What follows belongs to an exercise in optimizing a design on an open flow for small area, a short achievable clock period and few clock cycles; a production flow would make more cautious choices.
Only simulation tests tie the RTL to the original design; equivalence was not proved.
No activity file was given, so power comes from the tool's default toggle rates.

--- flow/config.mk ---
export PLATFORM = sky130hd
export DESIGN_NAME = seq_mult
export DESIGN_NICKNAME = seq_mult
export VERILOG_FILES = /design/flow/design.v
export SDC_FILE = /design/flow/constraint.sdc
export NUM_CORES = 4
export LEC_CHECK = 0
export CAP_MARGIN = 20
export CORE_MARGIN = 2
export CORE_UTILIZATION = 40
export CTS_BUF_LIST = sky130_fd_sc_hd__clkbuf_8
export PLACE_DENSITY = 0.6
export SETUP_SLACK_MARGIN = 0.45
export SLEW_MARGIN = 20
--- flow/constraint.sdc ---
create_clock -name core_clock -period 3.3 [get_ports {clk}]
set_input_delay 0.6600 -clock core_clock [delete_from_list [all_inputs] [get_ports {clk}]]
set_output_delay 0.6600 -clock core_clock [all_outputs]
set_load 0.01 [all_outputs]
--- flow/design.v ---
module seq_mult(d, done, clk, a, b, go, reset);
  output [63:0] d;
  output reg done;
  input clk;
  input [31:0] a, b;
  input go, reset;
  reg [31:0] m;               
  reg [31:0] q;               
  reg [31:0] hi;              
  reg [3:0] e1, e2, ng;      
  reg ngl;                    
  reg [33:0] s, c;           
  reg [7:0] slo;             
  reg [7:1] clo;             
  reg first;                  
  reg fa0;                    
  reg [2:0] cnt;
  function [11:0] benc(input [8:0] v);
    integer i;
    begin
      for (i = 0; i < 4; i = i + 1) begin
        benc[i] = v[2*i+1] ^ v[2*i];
        benc[4+i] = (v[2*i+2] & ~v[2*i+1] & ~v[2*i]) | (~v[2*i+2] & v[2*i+1] & v[2*i]);
        benc[8+i] = v[2*i+2];
      end
    end
  endfunction
  wire [11:0] enc_go = benc({a[8:1], 1'b0});
  wire [11:0] enc_nx = benc({q[16] & ~(cnt == 3'd2), q[15:8]});
  wire [9:0] lo = slo + {clo, 1'b0} + {ngl, 7'd0};
  wire [1:0] cy = lo[9:8] & {2{~first}};
  wire [33:0] si = {2'd0, m & {32{fa0}}} | s & {34{~first}};
  wire [33:0] ci = {first, 33'd0} | c & {34{~first}};
  wire [32:0] mx = {1'b0, m};
  wire [32:0] m2 = {m, 1'b0};
  wire [32:0] pp0 = (mx & {33{e1[0]}} | m2 & {33{e2[0]}}) ^ {33{ng[0]}};
  wire [32:0] pp1 = (mx & {33{e1[1]}} | m2 & {33{e2[1]}}) ^ {33{ng[1]}};
  wire [32:0] pp2 = (mx & {33{e1[2]}} | m2 & {33{e2[2]}}) ^ {33{ng[2]}};
  wire [32:0] pp3 = (mx & {33{e1[3]}} | m2 & {33{e2[3]}}) ^ {33{ng[3]}};
  wire hs1;
  wire hc2;
  wire hs3;
  wire hc4;
  wire fs5;
  wire fc6;
  wire ft7;
  wire hs8;
  wire hc9;
  wire fs10;
  wire fc11;
  wire ft12;
  wire fs13;
  wire fc14;
  wire ft15;
  wire fs16;
  wire fc17;
  wire ft18;
  wire fs19;
  wire fc20;
  wire ft21;
  wire fs22;
  wire fc23;
  wire ft24;
  wire fs25;
  wire fc26;
  wire ft27;
  wire fs28;
  wire fc29;
  wire ft30;
  wire fs31;
  wire fc32;
  wire ft33;
  wire fs34;
  wire fc35;
  wire ft36;
  wire fs37;
  wire fc38;
  wire ft39;
  wire fs40;
  wire fc41;
  wire ft42;
  wire fs43;
  wire fc44;
  wire ft45;
  wire fs46;
  wire fc47;
  wire ft48;
  wire fs49;
  wire fc50;
  wire ft51;
  wire fs52;
  wire fc53;
  wire ft54;
  wire fs55;
  wire fc56;
  wire ft57;
  wire fs58;
  wire fc59;
  wire ft60;
  wire fs61;
  wire fc62;
  wire ft63;
  wire fs64;
  wire fc65;
  wire ft66;
  wire fs67;
  wire fc68;
  wire ft69;
  wire fs70;
  wire fc71;
  wire ft72;
  wire fs73;
  wire fc74;
  wire ft75;
  wire fs76;
  wire fc77;
  wire ft78;
  wire fs79;
  wire fc80;
  wire ft81;
  wire fs82;
  wire fc83;
  wire ft84;
  wire fs85;
  wire fc86;
  wire ft87;
  wire fs88;
  wire fc89;
  wire ft90;
  wire fs91;
  wire fc92;
  wire ft93;
  wire fs94;
  wire fc95;
  wire ft96;
  wire fs97;
  wire fc98;
  wire ft99;
  wire fs100;
  wire fc101;
  wire ft102;
  wire fs103;
  wire fc104;
  wire ft105;
  wire fs106;
  wire fc107;
  wire ft108;
  wire fs109;
  wire fc110;
  wire ft111;
  wire fs112;
  wire fc113;
  wire ft114;
  wire fs115;
  wire fc116;
  wire ft117;
  wire fs118;
  wire fc119;
  wire ft120;
  wire fs121;
  wire fc122;
  wire ft123;
  wire fs124;
  wire fc125;
  wire ft126;
  wire fs127;
  wire fc128;
  wire ft129;
  wire fs130;
  wire fc131;
  wire ft132;
  wire hs133;
  wire hc134;
  wire hs135;
  wire hc136;
  wire fs137;
  wire fc138;
  wire ft139;
  wire hs140;
  wire hc141;
  wire fs142;
  wire fc143;
  wire ft144;
  wire hs145;
  wire hc146;
  wire fs147;
  wire fc148;
  wire ft149;
  wire fs150;
  wire fc151;
  wire ft152;
  wire fs153;
  wire fc154;
  wire ft155;
  wire fs156;
  wire fc157;
  wire ft158;
  wire fs159;
  wire fc160;
  wire ft161;
  wire fs162;
  wire fc163;
  wire ft164;
  wire fs165;
  wire fc166;
  wire ft167;
  wire fs168;
  wire fc169;
  wire ft170;
  wire fs171;
  wire fc172;
  wire ft173;
  wire fs174;
  wire fc175;
  wire ft176;
  wire fs177;
  wire fc178;
  wire ft179;
  wire fs180;
  wire fc181;
  wire ft182;
  wire fs183;
  wire fc184;
  wire ft185;
  wire fs186;
  wire fc187;
  wire ft188;
  wire fs189;
  wire fc190;
  wire ft191;
  wire fs192;
  wire fc193;
  wire ft194;
  wire fs195;
  wire fc196;
  wire ft197;
  wire fs198;
  wire fc199;
  wire ft200;
  wire fs201;
  wire fc202;
  wire ft203;
  wire fs204;
  wire fc205;
  wire ft206;
  wire fs207;
  wire fc208;
  wire ft209;
  wire fs210;
  wire fc211;
  wire ft212;
  wire fs213;
  wire fc214;
  wire ft215;
  wire fs216;
  wire fc217;
  wire ft218;
  wire fs219;
  wire fc220;
  wire ft221;
  wire fs222;
  wire fc223;
  wire ft224;
  wire fs225;
  wire fc226;
  wire ft227;
  wire fs228;
  wire fc229;
  wire ft230;
  wire fs231;
  wire fc232;
  wire ft233;
  wire fs234;
  wire fc235;
  wire ft236;
  wire fs237;
  wire fc238;
  wire ft239;
  wire fs240;
  wire fc241;
  wire ft242;
  wire fs243;
  wire fc244;
  wire ft245;
  wire fs246;
  wire fc247;
  wire ft248;
  wire fs249;
  wire fc250;
  wire ft251;
  wire fs252;
  wire fc253;
  wire ft254;
  wire fs255;
  wire fc256;
  wire ft257;
  wire fs258;
  wire fc259;
  wire ft260;
  wire fs261;
  wire fc262;
  wire ft263;
  wire fs264;
  wire fc265;
  wire ft266;
  wire fs267;
  wire fc268;
  wire ft269;
  wire fs270;
  wire fc271;
  wire ft272;
  wire fs273;
  wire fc274;
  wire ft275;
  wire fs276;
  wire fc277;
  wire ft278;
  wire fs279;
  wire fc280;
  wire ft281;
  wire fs282;
  wire fc283;
  wire ft284;
  wire fs285;
  wire fc286;
  wire ft287;
  wire hs288;
  wire hc289;
  wire fs290;
  wire fc291;
  wire ft292;
  wire hs293;
  wire hc294;
  wire hs295;
  wire hc296;
  wire fs297;
  wire fc298;
  wire ft299;
  wire fs300;
  wire fc301;
  wire ft302;
  wire fs303;
  wire fc304;
  wire ft305;
  wire fs306;
  wire fc307;
  wire ft308;
  wire fs309;
  wire fc310;
  wire ft311;
  wire fs312;
  wire fc313;
  wire ft314;
  wire fs315;
  wire fc316;
  wire ft317;
  wire fs318;
  wire fc319;
  wire ft320;
  wire fs321;
  wire fc322;
  wire ft323;
  wire fs324;
  wire fc325;
  wire ft326;
  wire fs327;
  wire fc328;
  wire ft329;
  wire fs330;
  wire fc331;
  wire ft332;
  wire fs333;
  wire fc334;
  wire ft335;
  wire fs336;
  wire fc337;
  wire ft338;
  wire fs339;
  wire fc340;
  wire ft341;
  wire fs342;
  wire fc343;
  wire ft344;
  wire fs345;
  wire fc346;
  wire ft347;
  wire fs348;
  wire fc349;
  wire ft350;
  wire fs351;
  wire fc352;
  wire ft353;
  wire fs354;
  wire fc355;
  wire ft356;
  wire fs357;
  wire fc358;
  wire ft359;
  wire fs360;
  wire fc361;
  wire ft362;
  wire fs363;
  wire fc364;
  wire ft365;
  wire fs366;
  wire fc367;
  wire ft368;
  wire fs369;
  wire fc370;
  wire ft371;
  wire fs372;
  wire fc373;
  wire ft374;
  wire fs375;
  wire fc376;
  wire ft377;
  wire fs378;
  wire fc379;
  wire ft380;
  wire fs381;
  wire fc382;
  wire ft383;
  wire fs384;
  wire fc385;
  wire ft386;
  wire fs387;
  wire fc388;
  wire ft389;
  wire fs390;
  wire fc391;
  wire ft392;
  wire fs393;
  wire fc394;
  wire ft395;
  wire fs396;
  wire fc397;
  wire ft398;
  wire fs399;
  wire fc400;
  wire ft401;
  wire fs402;
  wire fc403;
  wire ft404;
  wire fs405;
  wire fc406;
  wire ft407;
  wire fs408;
  wire fc409;
  wire ft410;
  wire fs411;
  wire fc412;
  wire ft413;
  wire hs414;
  wire hc415;
  wire hs416;
  wire hc417;
  assign hs1 = ci[4] ^ si[4];
  assign hc2 = ci[4] & si[4];
  assign hs3 = ng[2] ^ ci[5];
  assign hc4 = ng[2] & ci[5];
  assign ft7 = ci[6] ^ si[6];
  assign fs5 = ft7 ^ pp0[5];
  assign fc6 = (ci[6] & si[6]) | (ft7 & pp0[5]);
  assign hs8 = pp1[3] ^ pp2[1];
  assign hc9 = pp1[3] & pp2[1];
  assign ft12 = ci[7] ^ si[7];
  assign fs10 = ft12 ^ pp0[6];
  assign fc11 = (ci[7] & si[7]) | (ft12 & pp0[6]);
  assign ft15 = ci[8] ^ si[8];
  assign fs13 = ft15 ^ pp0[7];
  assign fc14 = (ci[8] & si[8]) | (ft15 & pp0[7]);
  assign ft18 = pp1[5] ^ pp2[3];
  assign fs16 = ft18 ^ pp3[1];
  assign fc17 = (pp1[5] & pp2[3]) | (ft18 & pp3[1]);
  assign ft21 = ci[9] ^ si[9];
  assign fs19 = ft21 ^ pp0[8];
  assign fc20 = (ci[9] & si[9]) | (ft21 & pp0[8]);
  assign ft24 = ci[10] ^ si[10];
  assign fs22 = ft24 ^ pp0[9];
  assign fc23 = (ci[10] & si[10]) | (ft24 & pp0[9]);
  assign ft27 = pp1[7] ^ pp2[5];
  assign fs25 = ft27 ^ pp3[3];
  assign fc26 = (pp1[7] & pp2[5]) | (ft27 & pp3[3]);
  assign ft30 = ci[11] ^ si[11];
  assign fs28 = ft30 ^ pp0[10];
  assign fc29 = (ci[11] & si[11]) | (ft30 & pp0[10]);
  assign ft33 = ci[12] ^ si[12];
  assign fs31 = ft33 ^ pp0[11];
  assign fc32 = (ci[12] & si[12]) | (ft33 & pp0[11]);
  assign ft36 = pp1[9] ^ pp2[7];
  assign fs34 = ft36 ^ pp3[5];
  assign fc35 = (pp1[9] & pp2[7]) | (ft36 & pp3[5]);
  assign ft39 = ci[13] ^ si[13];
  assign fs37 = ft39 ^ pp0[12];
  assign fc38 = (ci[13] & si[13]) | (ft39 & pp0[12]);
  assign ft42 = ci[14] ^ si[14];
  assign fs40 = ft42 ^ pp0[13];
  assign fc41 = (ci[14] & si[14]) | (ft42 & pp0[13]);
  assign ft45 = pp1[11] ^ pp2[9];
  assign fs43 = ft45 ^ pp3[7];
  assign fc44 = (pp1[11] & pp2[9]) | (ft45 & pp3[7]);
  assign ft48 = ci[15] ^ si[15];
  assign fs46 = ft48 ^ pp0[14];
  assign fc47 = (ci[15] & si[15]) | (ft48 & pp0[14]);
  assign ft51 = ci[16] ^ si[16];
  assign fs49 = ft51 ^ pp0[15];
  assign fc50 = (ci[16] & si[16]) | (ft51 & pp0[15]);
  assign ft54 = pp1[13] ^ pp2[11];
  assign fs52 = ft54 ^ pp3[9];
  assign fc53 = (pp1[13] & pp2[11]) | (ft54 & pp3[9]);
  assign ft57 = ci[17] ^ si[17];
  assign fs55 = ft57 ^ pp0[16];
  assign fc56 = (ci[17] & si[17]) | (ft57 & pp0[16]);
  assign ft60 = ci[18] ^ si[18];
  assign fs58 = ft60 ^ pp0[17];
  assign fc59 = (ci[18] & si[18]) | (ft60 & pp0[17]);
  assign ft63 = pp1[15] ^ pp2[13];
  assign fs61 = ft63 ^ pp3[11];
  assign fc62 = (pp1[15] & pp2[13]) | (ft63 & pp3[11]);
  assign ft66 = ci[19] ^ si[19];
  assign fs64 = ft66 ^ pp0[18];
  assign fc65 = (ci[19] & si[19]) | (ft66 & pp0[18]);
  assign ft69 = ci[20] ^ si[20];
  assign fs67 = ft69 ^ pp0[19];
  assign fc68 = (ci[20] & si[20]) | (ft69 & pp0[19]);
  assign ft72 = pp1[17] ^ pp2[15];
  assign fs70 = ft72 ^ pp3[13];
  assign fc71 = (pp1[17] & pp2[15]) | (ft72 & pp3[13]);
  assign ft75 = ci[21] ^ si[21];
  assign fs73 = ft75 ^ pp0[20];
  assign fc74 = (ci[21] & si[21]) | (ft75 & pp0[20]);
  assign ft78 = ci[22] ^ si[22];
  assign fs76 = ft78 ^ pp0[21];
  assign fc77 = (ci[22] & si[22]) | (ft78 & pp0[21]);
  assign ft81 = pp1[19] ^ pp2[17];
  assign fs79 = ft81 ^ pp3[15];
  assign fc80 = (pp1[19] & pp2[17]) | (ft81 & pp3[15]);
  assign ft84 = ci[23] ^ si[23];
  assign fs82 = ft84 ^ pp0[22];
  assign fc83 = (ci[23] & si[23]) | (ft84 & pp0[22]);
  assign ft87 = ci[24] ^ si[24];
  assign fs85 = ft87 ^ pp0[23];
  assign fc86 = (ci[24] & si[24]) | (ft87 & pp0[23]);
  assign ft90 = pp1[21] ^ pp2[19];
  assign fs88 = ft90 ^ pp3[17];
  assign fc89 = (pp1[21] & pp2[19]) | (ft90 & pp3[17]);
  assign ft93 = ci[25] ^ si[25];
  assign fs91 = ft93 ^ pp0[24];
  assign fc92 = (ci[25] & si[25]) | (ft93 & pp0[24]);
  assign ft96 = ci[26] ^ si[26];
  assign fs94 = ft96 ^ pp0[25];
  assign fc95 = (ci[26] & si[26]) | (ft96 & pp0[25]);
  assign ft99 = pp1[23] ^ pp2[21];
  assign fs97 = ft99 ^ pp3[19];
  assign fc98 = (pp1[23] & pp2[21]) | (ft99 & pp3[19]);
  assign ft102 = ci[27] ^ si[27];
  assign fs100 = ft102 ^ pp0[26];
  assign fc101 = (ci[27] & si[27]) | (ft102 & pp0[26]);
  assign ft105 = ci[28] ^ si[28];
  assign fs103 = ft105 ^ pp0[27];
  assign fc104 = (ci[28] & si[28]) | (ft105 & pp0[27]);
  assign ft108 = pp1[25] ^ pp2[23];
  assign fs106 = ft108 ^ pp3[21];
  assign fc107 = (pp1[25] & pp2[23]) | (ft108 & pp3[21]);
  assign ft111 = ci[29] ^ si[29];
  assign fs109 = ft111 ^ pp0[28];
  assign fc110 = (ci[29] & si[29]) | (ft111 & pp0[28]);
  assign ft114 = ci[30] ^ si[30];
  assign fs112 = ft114 ^ pp0[29];
  assign fc113 = (ci[30] & si[30]) | (ft114 & pp0[29]);
  assign ft117 = pp1[27] ^ pp2[25];
  assign fs115 = ft117 ^ pp3[23];
  assign fc116 = (pp1[27] & pp2[25]) | (ft117 & pp3[23]);
  assign ft120 = ci[31] ^ si[31];
  assign fs118 = ft120 ^ pp0[30];
  assign fc119 = (ci[31] & si[31]) | (ft120 & pp0[30]);
  assign ft123 = ci[32] ^ si[32];
  assign fs121 = ft123 ^ pp0[31];
  assign fc122 = (ci[32] & si[32]) | (ft123 & pp0[31]);
  assign ft126 = pp1[29] ^ pp2[27];
  assign fs124 = ft126 ^ pp3[25];
  assign fc125 = (pp1[29] & pp2[27]) | (ft126 & pp3[25]);
  assign ft129 = ci[33] ^ si[33];
  assign fs127 = ft129 ^ pp1[30];
  assign fc128 = (ci[33] & si[33]) | (ft129 & pp1[30]);
  assign ft132 = ~ng[0] ^ pp0[32];
  assign fs130 = ft132 ^ pp1[31];
  assign fc131 = (~ng[0] & pp0[32]) | (ft132 & pp1[31]);
  assign hs133 = pp2[29] ^ pp3[27];
  assign hc134 = pp2[29] & pp3[27];
  assign hs135 = ~ng[1] ^ pp1[32];
  assign hc136 = ~ng[1] & pp1[32];
  assign ft139 = ng[0] ^ ci[1];
  assign fs137 = ft139 ^ si[1];
  assign fc138 = (ng[0] & ci[1]) | (ft139 & si[1]);
  assign hs140 = ci[2] ^ si[2];
  assign hc141 = ci[2] & si[2];
  assign ft144 = ng[1] ^ ci[3];
  assign fs142 = ft144 ^ si[3];
  assign fc143 = (ng[1] & ci[3]) | (ft144 & si[3]);
  assign hs145 = pp0[2] ^ pp1[0];
  assign hc146 = pp0[2] & pp1[0];
  assign ft149 = pp0[3] ^ pp1[1];
  assign fs147 = ft149 ^ hs1;
  assign fc148 = (pp0[3] & pp1[1]) | (ft149 & hs1);
  assign ft152 = si[5] ^ pp0[4];
  assign fs150 = ft152 ^ pp1[2];
  assign fc151 = (si[5] & pp0[4]) | (ft152 & pp1[2]);
  assign ft155 = pp2[0] ^ hc2;
  assign fs153 = ft155 ^ hs3;
  assign fc154 = (pp2[0] & hc2) | (ft155 & hs3);
  assign ft158 = hc4 ^ hs8;
  assign fs156 = ft158 ^ fs5;
  assign fc157 = (hc4 & hs8) | (ft158 & fs5);
  assign ft161 = pp1[4] ^ pp2[2];
  assign fs159 = ft161 ^ pp3[0];
  assign fc160 = (pp1[4] & pp2[2]) | (ft161 & pp3[0]);
  assign ft164 = hc9 ^ fc6;
  assign fs162 = ft164 ^ fs10;
  assign fc163 = (hc9 & fc6) | (ft164 & fs10);
  assign ft167 = fc11 ^ fs13;
  assign fs165 = ft167 ^ fs16;
  assign fc166 = (fc11 & fs13) | (ft167 & fs16);
  assign ft170 = pp1[6] ^ pp2[4];
  assign fs168 = ft170 ^ pp3[2];
  assign fc169 = (pp1[6] & pp2[4]) | (ft170 & pp3[2]);
  assign ft173 = fc14 ^ fc17;
  assign fs171 = ft173 ^ fs19;
  assign fc172 = (fc14 & fc17) | (ft173 & fs19);
  assign ft176 = fc20 ^ fs22;
  assign fs174 = ft176 ^ fs25;
  assign fc175 = (fc20 & fs22) | (ft176 & fs25);
  assign ft179 = pp1[8] ^ pp2[6];
  assign fs177 = ft179 ^ pp3[4];
  assign fc178 = (pp1[8] & pp2[6]) | (ft179 & pp3[4]);
  assign ft182 = fc23 ^ fc26;
  assign fs180 = ft182 ^ fs28;
  assign fc181 = (fc23 & fc26) | (ft182 & fs28);
  assign ft185 = fc29 ^ fs31;
  assign fs183 = ft185 ^ fs34;
  assign fc184 = (fc29 & fs31) | (ft185 & fs34);
  assign ft188 = pp1[10] ^ pp2[8];
  assign fs186 = ft188 ^ pp3[6];
  assign fc187 = (pp1[10] & pp2[8]) | (ft188 & pp3[6]);
  assign ft191 = fc32 ^ fc35;
  assign fs189 = ft191 ^ fs37;
  assign fc190 = (fc32 & fc35) | (ft191 & fs37);
  assign ft194 = fc38 ^ fs40;
  assign fs192 = ft194 ^ fs43;
  assign fc193 = (fc38 & fs40) | (ft194 & fs43);
  assign ft197 = pp1[12] ^ pp2[10];
  assign fs195 = ft197 ^ pp3[8];
  assign fc196 = (pp1[12] & pp2[10]) | (ft197 & pp3[8]);
  assign ft200 = fc41 ^ fc44;
  assign fs198 = ft200 ^ fs46;
  assign fc199 = (fc41 & fc44) | (ft200 & fs46);
  assign ft203 = fc47 ^ fs49;
  assign fs201 = ft203 ^ fs52;
  assign fc202 = (fc47 & fs49) | (ft203 & fs52);
  assign ft206 = pp1[14] ^ pp2[12];
  assign fs204 = ft206 ^ pp3[10];
  assign fc205 = (pp1[14] & pp2[12]) | (ft206 & pp3[10]);
  assign ft209 = fc50 ^ fc53;
  assign fs207 = ft209 ^ fs55;
  assign fc208 = (fc50 & fc53) | (ft209 & fs55);
  assign ft212 = fc56 ^ fs58;
  assign fs210 = ft212 ^ fs61;
  assign fc211 = (fc56 & fs58) | (ft212 & fs61);
  assign ft215 = pp1[16] ^ pp2[14];
  assign fs213 = ft215 ^ pp3[12];
  assign fc214 = (pp1[16] & pp2[14]) | (ft215 & pp3[12]);
  assign ft218 = fc59 ^ fc62;
  assign fs216 = ft218 ^ fs64;
  assign fc217 = (fc59 & fc62) | (ft218 & fs64);
  assign ft221 = fc65 ^ fs67;
  assign fs219 = ft221 ^ fs70;
  assign fc220 = (fc65 & fs67) | (ft221 & fs70);
  assign ft224 = pp1[18] ^ pp2[16];
  assign fs222 = ft224 ^ pp3[14];
  assign fc223 = (pp1[18] & pp2[16]) | (ft224 & pp3[14]);
  assign ft227 = fc68 ^ fc71;
  assign fs225 = ft227 ^ fs73;
  assign fc226 = (fc68 & fc71) | (ft227 & fs73);
  assign ft230 = fc74 ^ fs76;
  assign fs228 = ft230 ^ fs79;
  assign fc229 = (fc74 & fs76) | (ft230 & fs79);
  assign ft233 = pp1[20] ^ pp2[18];
  assign fs231 = ft233 ^ pp3[16];
  assign fc232 = (pp1[20] & pp2[18]) | (ft233 & pp3[16]);
  assign ft236 = fc77 ^ fc80;
  assign fs234 = ft236 ^ fs82;
  assign fc235 = (fc77 & fc80) | (ft236 & fs82);
  assign ft239 = fc83 ^ fs85;
  assign fs237 = ft239 ^ fs88;
  assign fc238 = (fc83 & fs85) | (ft239 & fs88);
  assign ft242 = pp1[22] ^ pp2[20];
  assign fs240 = ft242 ^ pp3[18];
  assign fc241 = (pp1[22] & pp2[20]) | (ft242 & pp3[18]);
  assign ft245 = fc86 ^ fc89;
  assign fs243 = ft245 ^ fs91;
  assign fc244 = (fc86 & fc89) | (ft245 & fs91);
  assign ft248 = fc92 ^ fs94;
  assign fs246 = ft248 ^ fs97;
  assign fc247 = (fc92 & fs94) | (ft248 & fs97);
  assign ft251 = pp1[24] ^ pp2[22];
  assign fs249 = ft251 ^ pp3[20];
  assign fc250 = (pp1[24] & pp2[22]) | (ft251 & pp3[20]);
  assign ft254 = fc95 ^ fc98;
  assign fs252 = ft254 ^ fs100;
  assign fc253 = (fc95 & fc98) | (ft254 & fs100);
  assign ft257 = fc101 ^ fs103;
  assign fs255 = ft257 ^ fs106;
  assign fc256 = (fc101 & fs103) | (ft257 & fs106);
  assign ft260 = pp1[26] ^ pp2[24];
  assign fs258 = ft260 ^ pp3[22];
  assign fc259 = (pp1[26] & pp2[24]) | (ft260 & pp3[22]);
  assign ft263 = fc104 ^ fc107;
  assign fs261 = ft263 ^ fs109;
  assign fc262 = (fc104 & fc107) | (ft263 & fs109);
  assign ft266 = fc110 ^ fs112;
  assign fs264 = ft266 ^ fs115;
  assign fc265 = (fc110 & fs112) | (ft266 & fs115);
  assign ft269 = pp1[28] ^ pp2[26];
  assign fs267 = ft269 ^ pp3[24];
  assign fc268 = (pp1[28] & pp2[26]) | (ft269 & pp3[24]);
  assign ft272 = fc113 ^ fc116;
  assign fs270 = ft272 ^ fs118;
  assign fc271 = (fc113 & fc116) | (ft272 & fs118);
  assign ft275 = fc119 ^ fs121;
  assign fs273 = ft275 ^ fs124;
  assign fc274 = (fc119 & fs121) | (ft275 & fs124);
  assign ft278 = pp2[28] ^ pp3[26];
  assign fs276 = ft278 ^ ~pp0[32];
  assign fc277 = (pp2[28] & pp3[26]) | (ft278 & ~pp0[32]);
  assign ft281 = fc122 ^ fc125;
  assign fs279 = ft281 ^ fs127;
  assign fc280 = (fc122 & fc125) | (ft281 & fs127);
  assign ft284 = hs133 ^ fc128;
  assign fs282 = ft284 ^ fs130;
  assign fc283 = (hs133 & fc128) | (ft284 & fs130);
  assign ft287 = pp2[30] ^ pp3[28];
  assign fs285 = ft287 ^ ~pp1[32];
  assign fc286 = (pp2[30] & pp3[28]) | (ft287 & ~pp1[32]);
  assign hs288 = hc134 ^ fc131;
  assign hc289 = hc134 & fc131;
  assign ft292 = pp2[31] ^ pp3[29];
  assign fs290 = ft292 ^ hs135;
  assign fc291 = (pp2[31] & pp3[29]) | (ft292 & hs135);
  assign hs293 = pp3[30] ^ ~pp2[32];
  assign hc294 = pp3[30] & ~pp2[32];
  assign hs295 = ~ng[2] ^ pp2[32];
  assign hc296 = ~ng[2] & pp2[32];
  assign ft299 = ci[0] ^ si[0];
  assign fs297 = ft299 ^ cy[0];
  assign fc298 = (ci[0] & si[0]) | (ft299 & cy[0]);
  assign ft302 = pp0[0] ^ cy[1];
  assign fs300 = ft302 ^ fs137;
  assign fc301 = (pp0[0] & cy[1]) | (ft302 & fs137);
  assign ft305 = pp0[1] ^ hs140;
  assign fs303 = ft305 ^ fc138;
  assign fc304 = (pp0[1] & hs140) | (ft305 & fc138);
  assign ft308 = hc141 ^ hs145;
  assign fs306 = ft308 ^ fs142;
  assign fc307 = (hc141 & hs145) | (ft308 & fs142);
  assign ft311 = hc146 ^ fc143;
  assign fs309 = ft311 ^ fs147;
  assign fc310 = (hc146 & fc143) | (ft311 & fs147);
  assign ft314 = fs150 ^ fc148;
  assign fs312 = ft314 ^ fs153;
  assign fc313 = (fs150 & fc148) | (ft314 & fs153);
  assign ft317 = fc151 ^ fc154;
  assign fs315 = ft317 ^ fs156;
  assign fc316 = (fc151 & fc154) | (ft317 & fs156);
  assign ft320 = fs159 ^ fc157;
  assign fs318 = ft320 ^ fs162;
  assign fc319 = (fs159 & fc157) | (ft320 & fs162);
  assign ft323 = fc160 ^ fc163;
  assign fs321 = ft323 ^ fs165;
  assign fc322 = (fc160 & fc163) | (ft323 & fs165);
  assign ft326 = fs168 ^ fc166;
  assign fs324 = ft326 ^ fs171;
  assign fc325 = (fs168 & fc166) | (ft326 & fs171);
  assign ft329 = fc169 ^ fc172;
  assign fs327 = ft329 ^ fs174;
  assign fc328 = (fc169 & fc172) | (ft329 & fs174);
  assign ft332 = fs177 ^ fc175;
  assign fs330 = ft332 ^ fs180;
  assign fc331 = (fs177 & fc175) | (ft332 & fs180);
  assign ft335 = fc178 ^ fc181;
  assign fs333 = ft335 ^ fs183;
  assign fc334 = (fc178 & fc181) | (ft335 & fs183);
  assign ft338 = fs186 ^ fc184;
  assign fs336 = ft338 ^ fs189;
  assign fc337 = (fs186 & fc184) | (ft338 & fs189);
  assign ft341 = fc187 ^ fc190;
  assign fs339 = ft341 ^ fs192;
  assign fc340 = (fc187 & fc190) | (ft341 & fs192);
  assign ft344 = fs195 ^ fc193;
  assign fs342 = ft344 ^ fs198;
  assign fc343 = (fs195 & fc193) | (ft344 & fs198);
  assign ft347 = fc196 ^ fc199;
  assign fs345 = ft347 ^ fs201;
  assign fc346 = (fc196 & fc199) | (ft347 & fs201);
  assign ft350 = fs204 ^ fc202;
  assign fs348 = ft350 ^ fs207;
  assign fc349 = (fs204 & fc202) | (ft350 & fs207);
  assign ft353 = fc205 ^ fc208;
  assign fs351 = ft353 ^ fs210;
  assign fc352 = (fc205 & fc208) | (ft353 & fs210);
  assign ft356 = fs213 ^ fc211;
  assign fs354 = ft356 ^ fs216;
  assign fc355 = (fs213 & fc211) | (ft356 & fs216);
  assign ft359 = fc214 ^ fc217;
  assign fs357 = ft359 ^ fs219;
  assign fc358 = (fc214 & fc217) | (ft359 & fs219);
  assign ft362 = fs222 ^ fc220;
  assign fs360 = ft362 ^ fs225;
  assign fc361 = (fs222 & fc220) | (ft362 & fs225);
  assign ft365 = fc223 ^ fc226;
  assign fs363 = ft365 ^ fs228;
  assign fc364 = (fc223 & fc226) | (ft365 & fs228);
  assign ft368 = fs231 ^ fc229;
  assign fs366 = ft368 ^ fs234;
  assign fc367 = (fs231 & fc229) | (ft368 & fs234);
  assign ft371 = fc232 ^ fc235;
  assign fs369 = ft371 ^ fs237;
  assign fc370 = (fc232 & fc235) | (ft371 & fs237);
  assign ft374 = fs240 ^ fc238;
  assign fs372 = ft374 ^ fs243;
  assign fc373 = (fs240 & fc238) | (ft374 & fs243);
  assign ft377 = fc241 ^ fc244;
  assign fs375 = ft377 ^ fs246;
  assign fc376 = (fc241 & fc244) | (ft377 & fs246);
  assign ft380 = fs249 ^ fc247;
  assign fs378 = ft380 ^ fs252;
  assign fc379 = (fs249 & fc247) | (ft380 & fs252);
  assign ft383 = fc250 ^ fc253;
  assign fs381 = ft383 ^ fs255;
  assign fc382 = (fc250 & fc253) | (ft383 & fs255);
  assign ft386 = fs258 ^ fc256;
  assign fs384 = ft386 ^ fs261;
  assign fc385 = (fs258 & fc256) | (ft386 & fs261);
  assign ft389 = fc259 ^ fc262;
  assign fs387 = ft389 ^ fs264;
  assign fc388 = (fc259 & fc262) | (ft389 & fs264);
  assign ft392 = fs267 ^ fc265;
  assign fs390 = ft392 ^ fs270;
  assign fc391 = (fs267 & fc265) | (ft392 & fs270);
  assign ft395 = fc268 ^ fc271;
  assign fs393 = ft395 ^ fs273;
  assign fc394 = (fc268 & fc271) | (ft395 & fs273);
  assign ft398 = fs276 ^ fc274;
  assign fs396 = ft398 ^ fs279;
  assign fc397 = (fs276 & fc274) | (ft398 & fs279);
  assign ft401 = fc277 ^ fc280;
  assign fs399 = ft401 ^ fs282;
  assign fc400 = (fc277 & fc280) | (ft401 & fs282);
  assign ft404 = fs285 ^ hs288;
  assign fs402 = ft404 ^ fc283;
  assign fc403 = (fs285 & hs288) | (ft404 & fc283);
  assign ft407 = fc286 ^ hc289;
  assign fs405 = ft407 ^ fs290;
  assign fc406 = (fc286 & hc289) | (ft407 & fs290);
  assign ft410 = hc136 ^ hs293;
  assign fs408 = ft410 ^ fc291;
  assign fc409 = (hc136 & hs293) | (ft410 & fc291);
  assign ft413 = pp3[31] ^ hc294;
  assign fs411 = ft413 ^ hs295;
  assign fc412 = (pp3[31] & hc294) | (ft413 & hs295);
  assign hs414 = ~pp3[32] ^ hc296;
  assign hc415 = ~pp3[32] & hc296;
  assign hs416 = ~ng[3] ^ pp3[32];
  assign hc417 = ~ng[3] & pp3[32];
  wire [41:0] ts = {hc417, hs416, hs414, fs411, fc406, fs405, fc400, fc397, fc394, fc391, fc388, fc385, fc382, fc379, fc376, fc373, fc370, fc367, fc364, fc361, fc358, fc355, fc352, fc349, fc346, fc343, fc340, fc337, fc334, fc331, fc328, fc325, fc322, fc319, fc316, fc313, fc310, fc307, fc304, fc301, fc298, fs297};
  wire [41:0] tc = {1'b0, hc415, fc412, fc409, fs408, fc403, fs402, fs399, fs396, fs393, fs390, fs387, fs384, fs381, fs378, fs375, fs372, fs369, fs366, fs363, fs360, fs357, fs354, fs351, fs348, fs345, fs342, fs339, fs336, fs333, fs330, fs327, fs324, fs321, fs318, fs315, fs312, fs309, fs306, fs303, fs300, 1'b0};
  wire [39:0] xa = {s[31:0], slo};
  wire [39:0] xb = {c[31:0], clo, 1'b0};
  wire [39:0] sum = xa + xb;
  always @(posedge clk, posedge reset)
    if (reset)
      done <= 1'b0;
    else if (go)
      done <= 1'b0;
    else if (cnt == 3'd4)
      done <= 1'b1;
  always @(posedge clk)
    if (go) begin
      first <= 1'b1;
      fa0 <= a[0];
      cnt <= 3'd0;
      q <= a;
      {ng, e2, e1} <= enc_go;
    end else begin
      first <= 1'b0;
      fa0 <= 1'b0;
      {ng, e2, e1} <= enc_nx;
      if (!done) begin
        cnt <= cnt + 3'd1;
        q <= {lo[7:0], q[31:8]};
      end
    end
  always @(posedge clk)
    m <= b & {32{go}} | m & {32{~go}};
  always @(posedge clk) begin
    s <= ts[41:8];
    c <= tc[41:8];
    slo <= ts[7:0];
    clo <= tc[7:1];
    ngl <= ng[3];
    if (!done && cnt == 3'd4)
      hi <= sum[39:8];
  end
  assign d = {hi, q};
endmodule
--- flow/flow/run.sh ---
#!/bin/bash
# The standard layout (standard.sh: standard synthesis and ORFS flow),
# except that buffer_ports puts sky130_fd_sc_hd__buf_1 cells on the ports
# instead of the delay buffers it picks by itself.
set -euo pipefail
cd "$(dirname "$0")/.."
bash standard.sh "BUFFER_PORTS_ARGS=-buffer_cell sky130_fd_sc_hd__buf_1" finish > make_finish.log 2>&1
--- flow/standard.sh ---
#!/bin/bash
# synth_recipe.tcl (not shown) runs the flow's synth.tcl, then flattens the netlist and writes it again
# the make line also repeats each setting of config.mk as NAME=value (left out here)
make -C /OpenROAD-flow-scripts/flow DESIGN_CONFIG=/design/flow/config.mk WORK_HOME=/design/flow/orfs CLKGATE_MAP_FILE= SYNTH_SCRIPT=/design/flow/synth_recipe.tcl "${@:-finish}"
==> results.json <==
{
  "status": "no timing/DRC/antenna violations",
  "max_cap_violations": 0,
  "io_pins": 132,
  "insertion_delay_ps": 500,
  "fin_nets": 1677,
  "wl_per_cell_um": 19.4,
  "yosysSeqAreaShare_pct": 34.7,
  "postLayoutCoreUtil_pct": 45.4,
  "clock_sinks": 197,
  "synth-main-ff-cell": "dfxtp_1",
  "core_um2": 34700,
  "start_util_pct": 40.7,
  "tns_ps": 0,
  "seqPwrFrac_pct": 25.5,
  "grt_max_degree": 36,
  "yosysUniqueCellTypes": 64,
  "finalHoldViolations": 0,
  "endpoint": "hi[30]",
  "worstReg2RegStart": "slo[4]",
  "crit_fanout": 4,
  "clock_skew_ps": 17.7,
  "die_w_um": 192,
  "fin_total_pwr_mw": 17.9,
  "wirelength_um": 36500,
  "slowest_delay_ps": 370,
  "die_height_um": 192,
  "ant_nets": 0,
  "avgSynthCellArea_um2": 10.6,
  "vdd_drop_max_v": 0.000346,
  "dr_total_vias": 10200,
  "leakage_nw": 6.15,
  "dr.pass1.iters": 5,
  "cp-start-kind": "flip-flop",
  "synth.largest_area_cell": "edfxtp_1",
  "synthCells": 1329,
  "overflow": 0,
  "drc": 0,
  "layout.cells.non_filler": 1882,
  "die_area_um2": 36900,
  "critPathKind": "flip-flop to flip-flop",
  "fin_hold_ws_ps": 318,
  "synth_edf_count": 96,
  "place_congestion": 0.876,
  "dp.cells": 1838,
  "synth_warnings": 1,
  "r2r-end": "hi[30]",
  "synth_commonest_cells": "xnor2_1 (161), a22oi_1 (152), inv_1 (137), fa_1 (136), dfxtp_1 (100)",
  "pre_cts_ws_ps": 238,
  "p_comb_share_pct": 65.4,
  "place_hpwl_um": 27700,
  "rows": 68,
  "min_from": "b[8]",
  "grt_pass1_vias": 10400,
  "finalCritPeriodShare_pct": 88.9,
  "htreeDepth": 4,
  "synth_top_area_share_pct": 20.4,
  "antenna_found_initial": 0,
  "syn_nets": 1592,
  "fmax_ghz": 0.341,
  "viasPerCell": 5.39,
  "dpl-instance-area_um2": 15100,
  "syn_to_final_growth_pct": 11.6,
  "cts_buffer_depth": 2,
  "internal_power_mw": 9.51,
  "finalSetupViolations": 0,
  "critPathArrivalTime_ps": 3160,
  "crit_start": "slo[4]",
  "slew_headroom_pct": 30.2,
  "crit_required_ps": 3520,
  "cts.clk_slew.worst_paths_ps": 120,
  "syn_area_um2": 14100,
  "worstMarginPinSlew_ps": 1040,
  "grt_pass1_wl_um": 57400,
  "yosysMostFrequentCell": "xnor2_1",
  "ys_ff_latch": 197,
  "hold_path_depth": 1,
  "path_cells": "ha_4 -> inv_2 -> fa_2 -> a21boi_2 -> a311o_1 -> a211o_1 -> a211o_1 -> a21oi_4 -> and3_4 -> or3_1 -> o311ai_1",
  "r2r_slack_ps": 370,
  "endpoint_kind": "flip-flop",
  "p_switching_mw": 8.40,
  "yosys-top-cells-area": "edfxtp_1 (20%), fa_1 (19%), dfxtp_1 (14%), xnor2_1 (10%), a22oi_1 (8.1%)",
  "rsz0062_at_grt": "yes",
  "stdcell_area_um2": 15800,
  "final_max_slew_viol_count": 0,
  "reg2reg_depth": 11,
  "port_buffers": 131,
  "hold_path_class": "input port to flip-flop",
  "setup_ws_ps": 367,
  "async_flop_share_pct": 0.508,
  "drt-initial-drc-count": 837,
  "layout-drive-gt1-share_pct": 10.1,
  "clock_power_share_pct": 9.1,
  "swShare_pct": 46.9,
  "min_period_ps": 2930,
  "cpMostUsedCell": "a211o_1",
  "gr-usage-all-layers_pct": 20.3,
  "antenna_cells": 0,
  "fill_cells": 3335,
  "cts_made_buffers": 17,
  "ctsRootBufferMaster": "clkbuf_8",
  "power.density_nw_per_um2": 1140,
  "crit_slowest_cell": "dfxtp_2",
  "cts_tree": "built"
}
## layout by cell type, fill, tap and decap left out, drive strengths merged, types with 4 or more instances in the layout
master | netlist | final
clkinv | 0 | 6
xnor2 | 161 | 161
a21boi | 4 | 4
nor3 | 10 | 10
a31oi | 8 | 8
nor2 | 32 | 32
and2 | 4 | 4
fa | 136 | 136
xor2 | 17 | 17
nand2 | 83 | 83
a211oi | 6 | 6
o21ai | 29 | 29
and3 | 5 | 5
o21bai | 11 | 11
a22oi | 152 | 152
nor2b | 9 | 9
dfxtp | 100 | 100
a21oi | 49 | 49
inv | 141 | 148
mux2 | 24 | 24
edfxtp | 96 | 96
nand4 | 11 | 11
clkbuf | 76 | 18
nand2b | 4 | 4
nand3 | 10 | 10
buf | 30 | 170
or2 | 4 | 4
a21o | 12 | 12
ha | 60 | 60
## worst min path at each step
stage                 to  slack, ps
2_1_floorplan        ngl        330
3_3_place_gp        done        470
3_5_place_dp        done        470
4_1_cts        flip-flop        280
5_1_grt        flip-flop        270
6_report       flip-flop        320
## layer usage
metal	GRT usage (%)	up-vias	wire length (µm)
met5	0	-	0
met4	6.02	0	659
met3	4.81	45	2630
li1	-	4695	-
met2	30.3	364	16200
met1	29.4	5046	17000
## critical path: cells and delay by family (launching register included)
family / cells / cell delay [ps]
AO/OA/AOI/OAI: 6 / 1460
adder cells (fa/ha/maj): 2 / 460
buffers and inverters: 1 / 30
flip-flops: 1 / 370
AND/OR/NAND/NOR: 2 / 340
## timing repair
action / in CTS / in global routing
gates resized for setup: 16 / 29
pin swaps: 5 / 18
endpoints found under the hold margin: 1 / 0
buffers inserted: 3 / 8
setup endpoints to repair: 56 / 52
hold buffers: 1 / 0
## cells by family (layout without fill, tap and decap cells)
group	after synthesis	in the layout	share of synthesized area (%)
compound gates	300	300	14.8
buf+inv	247	345	6.69
flops	197	197	34.7
fa+ha+maj	196	196	24.6
simple gates	185	185	6.15
xor+xnor	178	178	11.0
mux	26	26	2.05
## final cells by class
| class | count | area, µm² | share of cell area [%] |
|---|---|---|---|
| clock buffer | 17 | 234 | 1.48 |
| clock inverter | 15 | 165 | 1.05 |
| inverter | 141 | 532 | 3.37 |
| multi-input combinational | 885 | 8460 | 53.6 |
| sequential | 197 | 4920 | 31.2 |
| tap | 455 | 569 | 3.61 |
| timing repair buffer | 172 | 896 | 5.68 |
## power by group through the flow
stage	clock [mW]	sequential, mW	combinational (mW)
after detailed placement	0	4.58	11.3
after floorplan	0	4.29	8.52
after global routing	1.77	4.65	13.4
after global placement	0	4.59	11.0
after CTS	1.68	4.54	11.5
final	1.63	4.57	11.7
Testbench counts, summed over its fixed seeds: cycles 14,408.

## separate check: timing with driven ports
Ports are ideal in the flow. The routed layout listed here was re-timed in OpenROAD. Step 1, drivers: a clkbuf_16 drives clk and a buf_2 each remaining input, both assumed. Step 2, shift: input delay + t, output delay - t, t = (earliest + latest rising clock arrival at the registers) / 2. This alone moves slack from input paths to output paths. Three values: ideal, step 1, step 2; two values: the first two.
t, ns: 0.534
setup WS [ns]: 0.367 / 0.367 / 0.367
worst setup path at the end: register to register
latest minus earliest clock arrival (ns): 0.019 / 0.019
worst slew at a driven data input, ns: 0.05
After both steps setup and hold are still met in this run. For this run, drivers alone change the setup slack by 0.000 ns; drivers and shift together by 0.000 ns.
